This is an optimization exercise on Yosys and OpenROAD, whose aim is small area, not a production implementation. The RTL was checked by simulation tests, not by an equivalence proof against the original design. Power figures rest on the tool's default switching activity, not on a simulated workload.

==> flow/design.v <==
module alu (
	input wire [2:0] ope,
	input wire [31:0] ds,
	input wire [31:0] dt,
	output wire [31:0] dd
	);
	wire [31:0] lui_d;
	wire [31:0] add_d;
	wire [31:0] sub_d;
	wire [31:0] sll_d;
	wire [31:0] srl_d;
	wire [31:0] sra_d;
	assign lui_d = {dt[15:0],ds[15:0]};
	assign add_d = $signed(ds) + $signed(dt);
	assign sub_d = $signed(ds) - $signed(dt);
	assign sll_d = ds << dt[4:0];
	assign srl_d = ds >> dt[4:0];
	assign sra_d = ds >>> dt[4:0];
	assign dd = ope == 3'b110 ? lui_d :
							ope == 3'b001 ? add_d :
							ope == 3'b010 ? sub_d :
							ope == 3'b011 ? sll_d :
							ope == 3'b100 ? srl_d :
							ope == 3'b101 ? sra_d : 32'b0;
endmodule
module branch_pred(
	input wire clk,
	input wire rstn,
	input wire is_branch,
	input wire is_b_op,
	output wire is_taken 
	);
	reg [1:0] bp2bit;
	assign is_taken = bp2bit[1];
	always @(posedge clk) begin
		if (~rstn) begin
			bp2bit <= 2'b01;
		end else if(is_b_op) begin
			if (is_branch) begin
				if (bp2bit != 2'b11) begin
					bp2bit <= bp2bit + 1;
				end
			end else begin
				if (bp2bit != 2'b00) begin
					bp2bit <= bp2bit - 1;
				end				
			end
		end
	end
endmodule
module gp_regfile(
	input clk,
	input [4:0] saddr, taddr, daddr,
	output [31:0] rs, rt,
	input [31:0] rd,
	input we
	);
	reg [31:0] rfile [31:0];
	assign rs = saddr == 0 ? 0 : rfile[saddr];
	assign rt = taddr == 0 ? 0 : rfile[taddr];
	always @(posedge clk) begin
		if (we && daddr != 0)
			rfile[daddr] <= rd;
	end
endmodule
module fp_regfile(
	input clk,
	input [4:0] saddr, taddr, daddr,
	output [31:0] fs, ft,
	input [31:0] fd,
	input we
	);
	reg [31:0] rfile [31:0];
	assign fs = rfile[saddr];
	assign ft = rfile[taddr];
	always @(posedge clk) begin
		if (we)
			rfile[daddr] <= fd;
	end
endmodule
module cpu2 (
	input wire clk,
	input wire rstn,
	output reg [7:0] err,
	output wire [31:0] iw_addra,
	output wire [31:0] iw_dina,
	output wire iw_ena,
	output wire [3:0] iw_wea,
	output wire [31:0] ir_addrb,
	input wire [31:0] ir_doutb,
	output wire ir_enb,
	(* mark_debug = "true" *) output wire [31:0] d_addr,
	(* mark_debug = "true" *) output wire [31:0] d_wdata,
	(* mark_debug = "true" *) input wire [31:0] d_rdata,
	output wire d_en,
	(* mark_debug = "true" *) output wire [3:0] d_we,
	output reg [3:0] f_ope_data,
	output reg [31:0] f_in1_data,
	output reg [31:0] f_in2_data,
	input wire f_in_rdy,
	output reg f_in_vld,
	input wire [31:0] f_out_data,
	output reg f_out_rdy,
	input wire f_out_vld,
	input wire [2:0] f_err,
	input wire [7:0] io_in_data,
	output reg io_in_rdy,
	input wire io_in_vld,
	output reg [7:0] io_out_data,
	input wire io_out_rdy,
	output reg io_out_vld,
	input wire [4:0] io_err
	);
	localparam st_begin = 3'b000;
	localparam st_normal = 3'b001;
	localparam st_stall = 3'b010;
	localparam err_lost  = 8'b10000000;
	localparam err_carry = 8'b01000000;
	localparam err_io    = 8'b00100000;
	localparam user_irgn = 64;
	(* mark_debug = "true" *) reg [31:0] pc;
	reg [1:0] cpu_mode;
	reg [2:0] fpu_state;
	reg [2:0] state;
	(* mark_debug = "true" *) wire jump_by_reg;
	(* mark_debug = "true" *) wire is_branch;
	(* mark_debug = "true" *) wire is_exec_wait;
	wire is_cmu;
	wire is_cms;
	(* mark_debug = "true" *) wire [31:0] id_instr;
	wire [15:0] id_imm;
	wire [25:0] id_jaddr;
	wire id_ds_is_f;
	wire id_dt_is_f;
	wire [31:0] id_pc_jaddr;
	wire [31:0] id_pc_imm;
	wire id_is_jump;
	reg id_is_en;
	reg [31:0] id_pc;
	(* mark_debug = "true" *) reg [31:0] de_instr;
	reg [31:0] de_pc;
	reg de_ds_is_f;
	reg de_dt_is_f;
	reg de_ds_is_en;
	reg de_dt_is_en;
	reg [15:0] de_imm;
	reg [31:0] de_ds;
	reg [31:0] de_dt;
	reg [31:0] de_pc_imm;
	reg de_is_jump;
	(* mark_debug = "true" *) reg [31:0] ew_instr;
	(* mark_debug = "true" *) reg [31:0] ew_dd;
	reg ew_dd_is_f;
	(* mark_debug = "true" *) reg ew_dd_is_en;
	reg [31:0] ew_wdata;
	(* mark_debug = "true" *) reg [31:0] ww_instr;
	(* mark_debug = "true" *) reg [31:0] ww_dd;
	reg ww_dd_is_f;
	(* mark_debug = "true" *) reg ww_dd_is_en;
	(* mark_debug = "true" *) wire [31:0] ww_dd_rdata;
	wire [31:0] r_ds;
	wire [31:0] r_dt;
	wire [31:0] gp_rs;
	wire [31:0] gp_rt;
	wire [31:0] gp_rd;
	(* mark_debug = "true" *) wire gp_we;
	wire [31:0] fp_rs;
	wire [31:0] fp_rt;
	wire [31:0] fp_rd;
	wire fp_we;
	(* mark_debug = "true" *) wire [31:0] ir_addr_tmp;
	wire b_ds_eq_dt;
	wire b_ds_lt_dt;
	wire bp_is_branch;
	wire bp_is_b_op;
	wire bp_is_taken;
	branch_pred bp(clk,rstn,bp_is_branch,bp_is_b_op,bp_is_taken);
	wire [31:0] exec_ds;
	wire [31:0] exec_dt;
	(* mark_debug = "true" *) wire [2:0] alu_ope;
	(* mark_debug = "true" *) wire [31:0] alu_ds;
	(* mark_debug = "true" *) wire [31:0] alu_dt;
	(* mark_debug = "true" *) wire [31:0] alu_dd;
	alu u_alu(alu_ope,alu_ds,alu_dt,alu_dd);
	wire test_sig;
	(* mark_debug = "true" *) reg [63:0] dbg_counter;
	gp_regfile gpr(clk,id_instr[20:16],id_instr[15:11],ww_instr[25:21],gp_rs ,gp_rt,gp_rd,gp_we);
	gp_regfile fpr(clk,id_instr[20:16],id_instr[15:11],ww_instr[25:21],fp_rs,fp_rt,fp_rd,fp_we);
	assign r_ds = id_ds_is_f ? fp_rs : gp_rs;
	assign r_dt = id_dt_is_f ? fp_rt : gp_rt;
	assign gp_rd = ww_dd_rdata;
	assign fp_rd = ww_dd_rdata;
	assign gp_we = state == st_normal && ww_dd_is_en && ~ww_dd_is_f;
	assign fp_we = state == st_normal && ww_dd_is_en && ww_dd_is_f;
	assign ww_dd_rdata = ww_instr[31:26] == 6'b001111 ? d_rdata : ww_dd;
	assign ir_enb = 1;
	assign ir_addr_tmp = is_exec_wait || state == st_stall ? id_pc :
											 jump_by_reg ? exec_ds :
											 is_branch && ~de_is_jump ? de_pc_imm :
											 ~is_branch && de_is_jump ? de_pc + 1 :
											 id_instr[31:26] == 6'b000110 || id_instr[31:26] == 6'b100010 ? id_pc_jaddr :	 
											 is_cmu ? user_irgn :
											 is_cms ? 0 :
											 id_is_jump ? id_pc_imm :	 
											 is_branch && de_is_jump ? id_pc + 1 : pc;
	assign ir_addrb = {ir_addr_tmp[29:0],2'b00};
	assign iw_ena = 1;
	assign iw_addra = exec_ds;
	assign iw_dina = exec_dt;
	assign iw_wea = state == st_normal && de_instr[31:26] == 6'b000000 && de_instr[10:0] == 3 ? 4'b1111 : 4'b0000;
	assign d_en = 1;
	assign d_addr = {ew_dd[29:0],2'b00};
	assign d_wdata = ew_wdata;
	assign d_we = state == st_normal && ew_instr[31:26] == 6'b000111 ? 4'b1111 : 4'b0000;
	assign id_instr = state == st_begin ? 0 : ir_doutb;
	assign id_imm = (id_instr[27:26] == 2'b00 || id_instr[31:26] == 6'b001111) ?
										 id_instr[15:0] : {id_instr[25:21],id_instr[10:0]};
	assign id_jaddr = id_instr[25:0];
	assign id_ds_is_f = id_instr[27:26] == 2'b01 && id_instr[1] == 1'b0;
	assign id_dt_is_f = id_instr[27:26] == 2'b01;
	assign id_pc_jaddr = $signed(id_pc) + $signed(id_jaddr);
	assign id_pc_imm = $signed(id_pc) + $signed(id_imm);
	assign id_is_jump = bp_is_taken && id_instr[28:26] == 3'b010 && id_instr[31] == 1'b0;
	assign is_cmu = id_instr[31:26] == 6'b0 && id_instr[10:0] == 1;
	assign is_cms = id_instr[31:26] == 6'b0 && id_instr[10:0] == 2;
	assign is_exec_wait = ew_dd_is_en &&
												((de_ds_is_en && de_instr[20:16] != 5'b0 && 
														de_instr[20:16] == ew_instr[25:21] && ~(de_ds_is_f ^ ew_dd_is_f)) ||
													(de_dt_is_en && de_instr[15:11] != 5'b0 &&
														de_instr[15:11] == ew_instr[25:21] && ~(de_dt_is_f ^ ew_dd_is_f)));
	assign is_branch =  (de_instr[31:26] == 6'b000010 && b_ds_eq_dt) ||
											(de_instr[31:26] == 6'b001010 && ~b_ds_eq_dt) ||
											(de_instr[31:26] == 6'b010010 && b_ds_lt_dt) ||
											(de_instr[31:26] == 6'b011010 && (b_ds_eq_dt || b_ds_lt_dt)) ||
											jump_by_reg;   
	assign jump_by_reg = de_instr[31:26] == 6'b001110 || de_instr[31:26] == 6'b101010;   
	assign b_ds_eq_dt = $signed(exec_ds) == $signed(exec_dt);
	assign b_ds_lt_dt = $signed(exec_ds) < $signed(exec_dt);
	assign bp_is_branch = is_branch;
	assign bp_is_b_op = de_instr[28:26] == 3'b010 && de_instr[31] == 1'b0;
	assign alu_ope = de_instr[27:26] == 2'b11 ? 3'b001 : de_instr[31:29];  
	assign alu_ds = exec_ds;
	assign alu_dt = de_instr[28:26] == 3'b100 ? exec_dt : {{16{de_imm[15]}},de_imm};
	assign exec_ds = (ww_dd_is_en && (de_instr[20:16] != 5'b0) && (ww_instr[25:21] == de_instr[20:16]) && ~(de_ds_is_f ^ ww_dd_is_f)) ? ww_dd_rdata : de_ds; 
	assign exec_dt = (ww_dd_is_en && (de_instr[15:11] != 5'b0) && (ww_instr[25:21] == de_instr[15:11]) && ~(de_dt_is_f ^ ww_dd_is_f)) ? ww_dd_rdata : de_dt;
	assign test_sig = ~(de_ds_is_f ^ ww_dd_is_f);
	always @(posedge clk) begin
		if(~rstn) begin
			pc <= 0;
			cpu_mode <= 0;
			fpu_state <= 0;
			state <= st_begin;
			err <= 0;
			f_ope_data <= 0;
			f_in1_data <= 0;
			f_in2_data <= 0;
			f_in_vld <= 0;
			f_out_rdy <= 0;
			io_in_rdy <= 0;
			io_out_data <= 0;
			io_out_vld <= 0;
			id_is_en <= 0;
			id_pc <= 0;
			de_instr <= 0;
			de_pc <= 0;
			de_ds_is_f <= 0;
			de_dt_is_f <= 0;
			de_ds_is_en <= 0;
			de_dt_is_en <= 0;
			de_imm <= 0;
			de_ds <= 0;
			de_dt <= 0;
			de_pc_imm <= 0;
			de_is_jump <= 0;
			ew_instr <= 0;
			ew_dd <= 0;
			ew_dd_is_f <= 0;
			ew_dd_is_en <= 0;
			ew_wdata <= 0;
			ww_instr <= 0;
			ww_dd <= 0;
			ww_dd_is_f <= 0;
			ww_dd_is_en <= 0;
			dbg_counter <= 0;
		end else if (state == st_begin) begin
			pc <= pc + 1;
			id_is_en <= 1;
			state <= st_normal;
		end else if (state == st_normal) begin
			if (~is_exec_wait) begin	
					id_is_en <= 1;
				if (jump_by_reg) begin
					pc <= exec_ds + 1;
				end else if (is_branch && ~de_is_jump) begin 
					pc <= de_pc_imm + 1;
				end else if (~is_branch && de_is_jump) begin
					pc <= de_pc + 2;
				end else if (id_instr[31:26] == 6'b000110 || id_instr[31:26] == 6'b100010)  begin  
					pc <= id_pc_jaddr + 1;
				end else if(is_cmu) begin
					pc <= user_irgn + 1;
				end else if (is_cms) begin
					pc <= 1;
				end else if (id_is_jump) begin
					pc <= id_pc_imm + 1;
				end else if (is_branch && de_is_jump) begin
					pc <= id_pc + 2;
				end else begin
					pc <= pc + 1;
				end
				id_pc <= ir_addr_tmp;
				if (id_is_en && ~((is_branch && ~de_is_jump) || (~is_branch && de_is_jump))) begin
					de_instr <= id_instr;
					de_pc <= id_pc;
					de_ds_is_f <= id_ds_is_f;
					de_dt_is_f <= id_dt_is_f;
					de_ds_is_en <= (id_instr[31:26] != 6'b0 && id_instr[27:26] == 2'b0) ||  
													(id_instr[28:26] == 3'b010 && id_instr[31] == 1'b0) ||  
													id_instr[31:26] == 6'b001110 ||  
													id_instr[31:26] == 6'b101010 ||  
													id_instr[28:26] == 3'b111 ||  
													id_instr[31:26] == 6'b000011 ||  
													id_instr[27:26] == 2'b01 ||  
													(id_instr[31:26] == 6'b0 && (id_instr[10:0] == 3 || id_instr[10:0] == 5));  
					de_dt_is_en <= id_instr[28:26] == 3'b100 ||  
													(id_instr[28:26] == 3'b010 && id_instr[31] == 1'b0) ||  
													id_instr[31:26] == 6'b000111 ||  
													(id_instr[27:26] == 2'b01 && id_instr[5] == 1'b0) ||  
													(id_instr[31:26] == 6'b0 && id_instr[10:0] == 3);  
					de_imm <= id_imm;
					de_pc_imm <= id_pc_imm;
					de_is_jump <= id_is_jump;
				end else begin
					de_instr <= 0;
					de_pc <= 0;
					de_ds_is_f <= 0;
					de_dt_is_f <= 0;
					de_ds_is_en <= 0;
					de_dt_is_en <= 0;
					de_imm <= 0;
					de_pc_imm <= 0;
					de_is_jump <= 0;
				end
				if(ww_dd_is_en && id_instr[20:16] != 5'b0 && id_instr[20:16] == ww_instr[25:21] && ~(id_ds_is_f ^ ww_dd_is_f)) begin
					de_ds <= ww_dd_rdata;
				end else begin	
					de_ds <= r_ds;
				end
				if(ww_dd_is_en && id_instr[15:11] != 5'b0 && id_instr[15:11] == ww_instr[25:21] && ~(id_dt_is_f ^ ww_dd_is_f)) begin
					de_dt <= ww_dd_rdata;
				end else begin
					de_dt <= r_dt;
				end
				if(de_instr[28:26] == 3'b110) begin
					ew_instr <= {de_instr[31:26],5'b11111,de_instr[20:0]};
				end else begin
					ew_instr <= de_instr;
				end
				case(de_instr[27:26])
					2'b00: 	begin
										if (de_instr[31:26] == 6'b0) begin
											ew_dd_is_en <= 0;
											ew_dd_is_f <= 0;
											if(de_instr[10:0] == 1) begin  
												cpu_mode <= 1;
											end else if(de_instr[10:0] == 2) begin  
												cpu_mode <= 0;
											end else if(de_instr[10:0] == 3) begin  
												ew_dd <= ew_dd;
											end else if(de_instr[10:0] == 4) begin  
												err <= 0;
											end else if(de_instr[10:0] == 5) begin  
												err <= exec_ds[7:0];
											end else begin
												ew_dd <= ew_dd;
											end
										end else begin
											ew_dd <= alu_dd;
											ew_dd_is_en <= 1;
											ew_dd_is_f <= 0;
										end	
									end
					2'b10: 	begin
										if (de_instr[28]) begin
											ew_dd <= de_pc + 1;
											ew_dd_is_en <= 1;
											ew_dd_is_f <= 0;
										end else begin
											ew_dd <= 0;
											ew_dd_is_en <= 0;
											ew_dd_is_f <= 0;
										end				
									end
					2'b11:	begin
										if(de_instr[31:28] == 4'b0011) begin  
											ew_dd <= alu_dd;
											ew_dd_is_en <= 1;
											ew_dd_is_f <= 0;
										end else if(de_instr[31:28] == 4'b0001) begin  
											ew_dd <= alu_dd;
											ew_dd_is_en <= 0;
											ew_dd_is_f <= 0;
											ew_wdata <= exec_dt;
										end else if(de_instr[31:28] == 4'b0000) begin  
											io_out_data <= exec_ds[7:0];
											io_out_vld <= 1;
											ew_dd_is_en <= 0;
											ew_dd_is_f <= 0;
											state <= st_stall;
										end else if (de_instr[31:28] == 4'b0010) begin  
											io_in_rdy <= 1;
											ew_dd_is_en <= 1;
											ew_dd_is_f <= 0;
											state <= st_stall;
										end else begin
											err <= err | err_lost;
										end
									end
					2'b01:		begin
										if(de_instr[5:2] <= 4'b1011) begin
											f_in_vld <= 1;
											f_ope_data <= de_instr[5:2];
											f_in1_data <= exec_ds;
											f_in2_data <= exec_dt;
											ew_dd_is_en <= 1;
											ew_dd_is_f <= de_instr[0] == 1'b0;
											fpu_state <= 1;
											state <= st_stall;
										end else if(de_instr[5:2] == 4'b1100) begin
											ew_dd <= exec_ds;
											ew_dd_is_en <= 1;
											ew_dd_is_f <= 1;
										end else if(de_instr[5:2] == 4'b1101) begin
											ew_dd <= exec_ds;
											ew_dd_is_en <= 1;
											ew_dd_is_f <= 0;
										end else begin
											err <= err | err_lost;
										end
									end
					default: err <= err | err_lost;
				endcase
			end else begin  
				de_ds <= exec_ds;
				de_dt <= exec_dt;
				ew_instr <= 0;
				ew_dd_is_en <= 0;
			end
			ww_instr <= ew_instr;
			ww_dd <= ew_dd;
			ww_dd_is_f <= ew_dd_is_f;
			ww_dd_is_en <= ew_dd_is_en;
			if(ww_instr != 0) begin
				dbg_counter <= dbg_counter + 1;
			end
		end else if (state == st_stall) begin  
			if (ew_instr[31:26] == 6'b000011) begin  
				if (io_out_rdy && io_out_vld) begin
					io_out_vld <= 0;
					state <= st_normal;
				end else begin
					ew_dd <= ew_dd;
				end
			end else if (ew_instr[31:26] == 6'b001011) begin  
				if (io_in_rdy && io_in_vld) begin
					io_in_rdy <= 0;
					ew_dd <= io_in_data;
					state <= st_normal;
				end else begin
					ew_dd <= ew_dd;
				end
			end else if (ew_instr[31:26] == 6'b000001 && ew_instr[5:2] <= 4'b1011) begin  
				if (fpu_state == 1 && f_in_rdy && f_in_vld) begin
					f_in_vld <= 0;
					f_out_rdy <= 1;
					fpu_state <= 2;
				end if (fpu_state == 2 && f_out_rdy && f_out_vld) begin
					f_out_rdy <= 0;
					ew_dd <= f_out_data;
					fpu_state <= 0;
					state <= st_normal;
				end else begin
					ew_dd <= ew_dd;
				end
			end
		end else begin
			err <= err | err_lost;
		end
	end
endmodule
==> flow/run.sh <==
#!/bin/bash
# synth_recipe.tcl (not shown) runs the flow's synth.tcl, then flattens the netlist and writes it again
# the make line also repeats each setting of config.mk as NAME=value (left out here)
make -C /OpenROAD-flow-scripts/flow DESIGN_CONFIG=/design/flow/config.mk WORK_HOME=/design/flow/orfs CLKGATE_MAP_FILE= SYNTH_SCRIPT=/design/flow/synth_recipe.tcl finish
==> flow/config.mk <==
export PLATFORM = sky130hd
export DESIGN_NAME = cpu2
export DESIGN_NICKNAME = cpu2
export VERILOG_FILES = /design/flow/design.v
export SDC_FILE = /design/flow/constraint.sdc
export NUM_CORES = 4
export LEC_CHECK = 0
export CAP_MARGIN = 20
export CORE_MARGIN = 2
export CORE_UTILIZATION = 40
export SLEW_MARGIN = 20
==> flow/constraint.sdc <==
create_clock -name core_clock -period 12.0 [get_ports {clk}]
set_input_delay 2.4000 -clock core_clock [delete_from_list [all_inputs] [get_ports {clk}]]
set_output_delay 2.4000 -clock core_clock [all_outputs]
set_load 0.01 [all_outputs]
==> notes.md <==
Crit path arrival time=approximately 9200 ps; die footprint=353400 um^2; Worst-path clk slew=around 60 ps; asr flop ratio synth=0; # setup viols final=0; post-CTS sizing=0; clk_skew=~80 ps; Reg2Reg Setup Slack=between 3000 and 4000 ps; Fin. Hold Viols=0; placed cell count=17120; CTS tree=done; root buf cell=clkbuf_16; Port Buf Inserts=361; status=timing/DRC/antenna clean; Post-DP HPWL=around 400000 um; Final Core Density=0.4564; Register Area=just over 70000 um^2; 1st-iter DRT viols=~17000; sequential share of power=0.345; Non-Filler Instances=17650; Seq/Total Area, Yosys=0.5059; critical path startpoint=ww_instr[23]; number of I/O pins=around 380; Final WS setup=408.9 ps; antenna violations before repair=41; Tot Pwr=27.83 mW; Syn Area/Cell=~11 um^2; YS warnings=3; total grt overflow=0; kind of critical path=flop to primary output; sw frac=0.3827; period utilisation layout=0.9659; CP max FO=30; Clock Path Buffers=4; reg2reg start=ww_instr[23]; Final #Nets=~13000; Main synth FF type=edfxtp_1; synthesized flop and latch total=between 2000 and 3000; Post-Route WL=roughly 630000 um; Post-DP Area=about 150000 um^2; Comb power frac=0.341; Slew Limit Fails=0; Psw=about 11 mW; Die H=slightly below 600 um; largest net degree at the start of global routing=137; peak supply drop=120.0 uV; fmax=86.27 MHz; die width=around 600 um; worst min-delay path class=flop to flop; worst path required time=9600 ps; HP Start=err[2]; multi-input logic area=~65000 um^2; Post-Place Setup Slack=roughly 640 ps; Routed WL per cell=35.80 um; FP Rows=216; post-route minimum period=around 12000 ps; Area growth syn-to-layout=13.45%; ratio of cells with drive above 1 in the final layout=0.09357; postcts setup bufs=0; first-pass GRT wire length=around 870000 um; gpl congestion=between 1 and 1.5; clock sink count=around 2500; setup TNS=0 ps; worst-margin pin slew=1244 ps; CTS Hold Bufs=0; clock share of power=0.314; Final ANT Viol Nets=0; via count of the routed design=about 120k; DRT Pass-1 Iters=8; core area=346700 um^2; Synth Instances=between 10000 and 15000; Pleak=between 50 and 60 nW; internal power=17.18 mW; Via density=6.807; Post-route DRC=0; RSZ-0062 raised after global routing=no; Layout fillers=32050; CTS Buf Count=between 200 and 300; EDFF count, synth=2048; number of global-route vias before repair=110900; Initial Utilization=0.4022; Max-Cap Viols=0; post-synth cell types=94; Hold Slack=~450 ps; Slew HR=0.1644; Syn Std Cell Area=between 100000 and 150000 um^2; clock latency on the worst-skew pair=roughly 960 ps; critical path launch point type=flop; GRT Overall Usage=0.3418; H-tree Lvls=5; PwrDens=about 180 nW/um^2; fin area=between 150000 and 200000 um^2; Critical Path End Type=primary output
-- power by group through the flow --
| stage | clock network [mW] | logic (mW) | registers (mW) |
|---|---|---|---|
| 2_1_floorplan | 0 | 5.00 | 9.68 |
| 3_3_place_gp | 0 | 9.00 | 9.76 |
| 3_5_place_dp | 0 | 9.01 | 9.76 |
| 4_1_cts | 8.76 | 9.04 | 9.58 |
| 5_1_grt | 9.10 | 9.61 | 9.59 |
| 6_report | 8.75 | 9.49 | 9.59 |
-- area by class of cell --
class | count | area share
clock inverters | 154 | 0.009488
well taps | 4578 | 0.03620
clock buffers | 356 | 0.04813
diodes | 20 | 0.0003163
flip-flops and latches | 2501 | 0.4459
repair buffers | 841 | 0.04729
multi-input cells | 9013 | 0.4082
inverters | 184 | 0.004428
-- worst paths after layout --
| check | depth (start not counted) | to |
|---|---|---|
| hold / removal | 2 | err[2] |
| setup / recovery | 25 | ir_addrb[24] |
| setup reg to reg | 25 | id_pc[31] |
| hold reg to reg | 2 | err[2] |
-- cells in the final DEF (no fill, tap or decap), types with 267 or more instances in the layout --
master,Yosys,routed
clkdlybuf4s50_1,0,354
nand2_1,574,564
o21ai_0,267,267
a21oi_1,573,572
edfxtp_1,2048,2048
a31oi_1,303,302
a2111oi_0,272,270
nor3_1,399,393
mux2i_1,1809,1792
a221oi_1,338,338
nor2_1,1530,1460
o22ai_1,280,280
a221o_1,282,282
buf_4,49,460
a211oi_1,371,371
clkbuf_16,0,291
dfxtp_1,453,453
-- cell families (layout without fill, tap and decap cells) --
kind of cell	count (synthesis)	count (layout)	share of synthesized area
simple gates	3225	3225	0.1027
fa+ha+maj	168	168	0.01518
xor+xnor	337	337	0.02116
flops	2501	2501	0.5059
mux	1952	1952	0.1470
buf+inv	1387	1535	0.03894
other cells	2	91	0.00005384
compound gates	3260	3260	0.1690
-- routing by layer --
layer / wire (um) / GRT usage / vias up
met5: 318 / 0.0009466 / -
met4: 46620 / 0.2134 / 40
met3: 77450 / 0.09326 / 1935
met2: 269700 / 0.5074 / 8351
met1: 237700 / 0.4413 / 59950
li1: - / - / 49850
-- registers in the layout, indices dropped and copies added, names as in the netlist, 2 cells and up --
signal,cells
de_imm,5
de_dt,32
ww_dd,32
ew_wdata,32
bp.bp2bit,2
ww_instr,11
id_pc,32
state,2
de_pc_imm,32
de_ds,32
ew_dd,32
f_ope_data,4
f_in1_data,32
fpr.rfile,1024
pc,32
fpu_state,2
ew_instr,13
io_out_data,8
gpr.rfile,1024
err,8
f_in2_data,32
de_pc,32
de_instr,32
-- cells in the mapped netlist, types with 27 or more instances --
library cell,number,share of area
o221ai_1,51,0.0032
nand2b_1,33,0.0015
o22ai_1,280,0.013
nand3_1,252,0.0090
o31ai_1,29,0.0016
edfxtp_1,2048,0.44
a2111oi_0,272,0.017
xor2_1,116,0.0073
and2_1,32,0.0014
and3_1,68,0.0031
nor2_1,1530,0.041
o2111ai_1,27,0.0017
a31oi_1,303,0.014
a221oi_1,338,0.021
o21ai_0,267,0.0096
buf_4,49,0.0026
o211ai_1,85,0.0046
a21oi_1,573,0.021
mux2i_1,1809,0.13
inv_1,164,0.0044
mux2_2,73,0.0059
a21o_1,75,0.0040
nand2_1,574,0.015
nor4_1,49,0.0022
nor3_1,399,0.014
dfxtp_1,453,0.065
buf_2,32,0.0011
a22o_1,40,0.0025
mux4_2,70,0.011
buf_1,115,0.0031
a211oi_1,371,0.020
xnor2_1,221,0.014
nor2b_1,39,0.0017
ha_1,166,0.015
nand4_1,95,0.0043
a221o_1,282,0.020
a22oi_1,49,0.0026
clkbuf_1,1006,0.027
or3_1,33,0.0015
-- critical path, cell delays in order, from the launching register on --
cell and delay [ps]:
dfxtp_1 670, xnor2_1 200, and3_1 440, and3_2 310
buf_4 410, buf_4 490, mux2i_2 300, inv_2 60
ha_1 290, a21o_1 180, a21o_1 170, a21oi_1 200
o21ai_0 140, a21o_1 210, a221oi_1 310, and4b_1 320
o311a_1 380, ha_4 440, nor2_1 80, a211oi_1 220
a21oi_1 80, o221a_2 330, o311ai_0 490, o21ai_0 150
o21ai_0 660, clkdlybuf4s50_1 680

-- re-timing with driven ports --
Ports are ideal in the flow. The routed layout listed here was re-timed in OpenROAD. Step 1 (the two cells are an assumption about what drives the block):
set clk [get_ports {clk}]
set_driving_cell -lib_cell sky130_fd_sc_hd__clkbuf_16 $clk
set_driving_cell -lib_cell sky130_fd_sc_hd__buf_2 [delete_from_list [all_inputs] $clk]
Step 2 adds t to the input delays and takes it off the output delays; t is the mean of the earliest and latest rising clock arrival at the registers after step 1. Input paths then give back, and output paths get back, about the clock's delay inside the block. a / b / c = ideal / step 1 / step 2; a / b = the first two.
shift t [ns]: 1.022
slack for setup (ns): 0.409 / 0.303 / 0.388
worst hold slack (ns): 0.451 / 0.451 / 0.451
clock arrival spread, ns: 0.086 / 0.086
worst slew at a driven data input, ns: 0.11
After both steps this run still meets setup and hold. The setup slack of this run moves by -0.106 ns with the drivers and by -0.021 ns with both steps.
